This design comes from an exercise in tuning for small area on the open sky130 flow, not from production work.
Function was checked by simulation only, so behaviour that the tests miss may differ from the original.
Power is estimated from default activity; no workload was simulated.

Setup of rev 12:
==> module mpu6050_controller, before the edit <==
module mpu6050_controller (
    input wire clk,
    input wire reset_n,
    input wire internal_clk,
    output reg [1:0] wr_code,
    output reg read_enable,
    output reg write_enable,
    input wire queued,
    input wire nack,
    input wire stop,
    input wire data_valid,
    input wire rx_pos,
    output reg [3:0] address,
    output reg data_pos,
    output reg load,
    output reg completed,
    input wire rescan
);
    localparam IDLE = 3'b000,
               POWER_MGMT_0 = 3'b001,
               POWER_MGMT_1 = 3'b010,
               READ_0 = 3'b011,
               READ_1 = 3'b100,
               STABLE = 3'b101;
    reg [2:0] state;
    always @(posedge clk) begin
        if (!reset_n) begin
            wr_code <= 2'd0;
            read_enable <= 1'b0;
            write_enable <= 1'b0;
            address <= 4'b0;
            load <= 1'b0;
            data_pos <= 1'b0;
            completed <= 1'b0;
            state <= IDLE;
        end else begin
            case (state)
                IDLE: begin
                    if (internal_clk) begin
                        wr_code <= 2'd0;
                        read_enable <= 1'b0;
                        write_enable <= 1'b0;
                        address <= 4'b0;
                        load <= 1'b0;
                        data_pos <= 1'b0;
                        completed <= 1'b0;
                        state <= POWER_MGMT_0;
                    end
                end
                POWER_MGMT_0: begin
                    if (internal_clk) begin
                        wr_code <= 2'd1;
                        write_enable <= 1'b1;
                        read_enable <= 1'b0;
                        if (queued) begin
                            wr_code <= 2'd0;
                            state <= POWER_MGMT_1;
                        end else if (nack) begin
                            state <= IDLE;
                        end
                    end
                end
                POWER_MGMT_1: begin
                    if (internal_clk) begin
                        if (queued) begin
                            wr_code <= 2'd0;
                            write_enable <= 1'b0;
                            read_enable <= 1'b0;
                            state <= READ_0;
                        end else if (nack) begin
                            state <= IDLE;
                        end
                    end
                end
                READ_0: begin
                    if (internal_clk) begin
                        if (stop) begin
                            wr_code <= 2'd2;
                            write_enable <= 1'b1;
                            read_enable <= 1'b0;
                        end else if (queued) begin
                            write_enable <= 1'b0;
                            read_enable <= 1'b1;
                            address <= 4'b0;
                        end else if (data_valid) begin
                            load <= 1'b1;
                            data_pos <= rx_pos;
                            state <= READ_1;
                        end else if (nack) begin
                            state <= IDLE;
                        end
                    end
                end
                READ_1: begin
                    if (internal_clk) begin
                        if (data_valid) begin
                            load <= 1'b1;
                            data_pos <= rx_pos;
                        end else if (queued) begin
                            address <= address + 1;
                            if (address == 4'b1100) begin
                                write_enable <= 1'b0;
                                read_enable <= 1'b0;
                            end else begin
                                write_enable <= 1'b0;
                                read_enable <= 1'b1;
                            end
                        end else if (stop) begin
                            state <= STABLE;
                        end else begin
                            load <= 1'b0;
                        end
                    end
                end
                STABLE: begin
                    completed <= 1'b1;
                    if (internal_clk) begin
                        if (rescan) begin
                            state <= IDLE;
                        end
                    end
                end
                default: ;
            endcase
        end
    end
endmodule
export LEC_CHECK = 0
export ABC_AREA = 1
export CAP_MARGIN = 20
export CORE_MARGIN = 2
export CORE_UTILIZATION = 65
export CTS_CLUSTER_DIAMETER = 80
export CTS_CLUSTER_SIZE = 25
export PLACE_DENSITY = 0.75
export SLEW_MARGIN = 20
create_clock -name core_clock -period 20.0 [get_ports {clk}]
standard.sh (not shown) runs the stock make flow with config.mk's settings and CLKGATE_MAP_FILE= SYNTH_SCRIPT=/design/flow/synth_recipe.tcl, a recipe that flattens the netlist after the stock synthesis.
==> flow/flow/run.sh <==
#!/bin/bash
set -euo pipefail
W="$(pwd)"
rm -rf "$W/scripts_mod"
cp -r "$FLOW_HOME/scripts" "$W/scripts_mod"
cp "$W/flow/abc_area.script" "$W/scripts_mod/abc_area.script"
bash "$W/standard.sh" SCRIPTS_DIR="$W/scripts_mod" finish > "$W/flow_make.log" 2>&1
==> flow/flow/abc_area.script <==
strash
&get -n
&fraig -x
&put
scorr
dc2
dretime
strash
dc2
balance
rewrite
refactor
balance
rewrite
rewrite -z
balance
refactor -z
rewrite -z
balance
dc2
&get -n
&dch -f
&nf -a -p -R 1000 -C 32 -F 8 -A 6
&put
Changes in rev 13 relative to rev 12:
diff --git a/flow/design.v b/flow/design.v
--- a/flow/design.v
+++ b/flow/design.v
@@ -647,5 +647,5 @@
     input wire reset_n,
     input wire internal_clk,
-    output reg [1:0] wr_code,
+    output wire [1:0] wr_code,
     output reg read_enable,
     output reg write_enable,
@@ -668,7 +668,7 @@
                STABLE = 3'b101;
     reg [2:0] state;
+    assign wr_code = (state == POWER_MGMT_0) ? 2'd1 : (state == READ_0) ? 2'd2 : 2'd0;
     always @(posedge clk) begin
         if (!reset_n) begin
-            wr_code <= 2'd0;
             read_enable <= 1'b0;
             write_enable <= 1'b0;
@@ -682,5 +682,4 @@
                 IDLE: begin
                     if (internal_clk) begin
-                        wr_code <= 2'd0;
                         read_enable <= 1'b0;
                         write_enable <= 1'b0;
@@ -694,9 +693,7 @@
                 POWER_MGMT_0: begin
                     if (internal_clk) begin
-                        wr_code <= 2'd1;
                         write_enable <= 1'b1;
                         read_enable <= 1'b0;
                         if (queued) begin
-                            wr_code <= 2'd0;
                             state <= POWER_MGMT_1;
                         end else if (nack) begin
@@ -708,5 +705,4 @@
                     if (internal_clk) begin
                         if (queued) begin
-                            wr_code <= 2'd0;
                             write_enable <= 1'b0;
                             read_enable <= 1'b0;
@@ -720,5 +716,4 @@
                     if (internal_clk) begin
                         if (stop) begin
-                            wr_code <= 2'd2;
                             write_enable <= 1'b1;
                             read_enable <= 1'b0;
[summary]
- Rev 13 was carried through to the last stage, and its layout satisfied the timing, DRC and antenna checks.
- Rev 13 vs. rev 12: synthesis-to-layout area growth went up by 0.15 points.
- Relative to rev 12, the fmax measured on rev 13 has decreased slightly.
- Rev 13 ended with more count of buffering cells on the critical path with inverters included than rev 12.
- Going from rev 12 to rev 13, share of the cycle needed by the critical path after routing moved up, first-pass GRT wire length roughly the same, leakage dissipation lower.
- When rev 13 is measured against rev 12, its global-route total usage across every layer turns out 0.22 points lower.
- Compared to rev 12, rev 13 was floorplanned on a smaller die.
- Compared with rev 12, rev 13 is hungrier on power.
- Between rev 13 and rev 12, the initial cell density of the core figures differ only marginally.
- Count of non-filler cells in the finished layout, rev 13 vs rev 12: down slightly
- Rev 13 leaves less setup margin than rev 12.
- Any difference in clock transition at the registers of the reported paths between rev 13 and rev 12 is small enough to ignore.

==> separate check: timing with driven ports <==
Ports are ideal in the flow. The routed layouts listed here were re-timed in OpenROAD.
Step 1 assumes that a clkbuf_16 drives the clock port and a buf_2 every other input.
Step 2, shift: input delay + t, output delay - t, t = (earliest + latest rising clock arrival at the registers) / 2. This alone moves slack from input paths to output paths.
Three values: no drivers, after step 1, after step 2; two values: the first two.
run | shift t [ns] | setup slack, ns | worst slew at a driven data input, ns | cell pins on the clock port's net
rev 12 | 0.536 | 13.547 / 13.499 / 13.993 | 0.03 | 1
rev 13 | 0.540 | 13.466 / 13.416 / 13.944 | 0.04 | 1
After both steps every run listed still meets setup and hold.
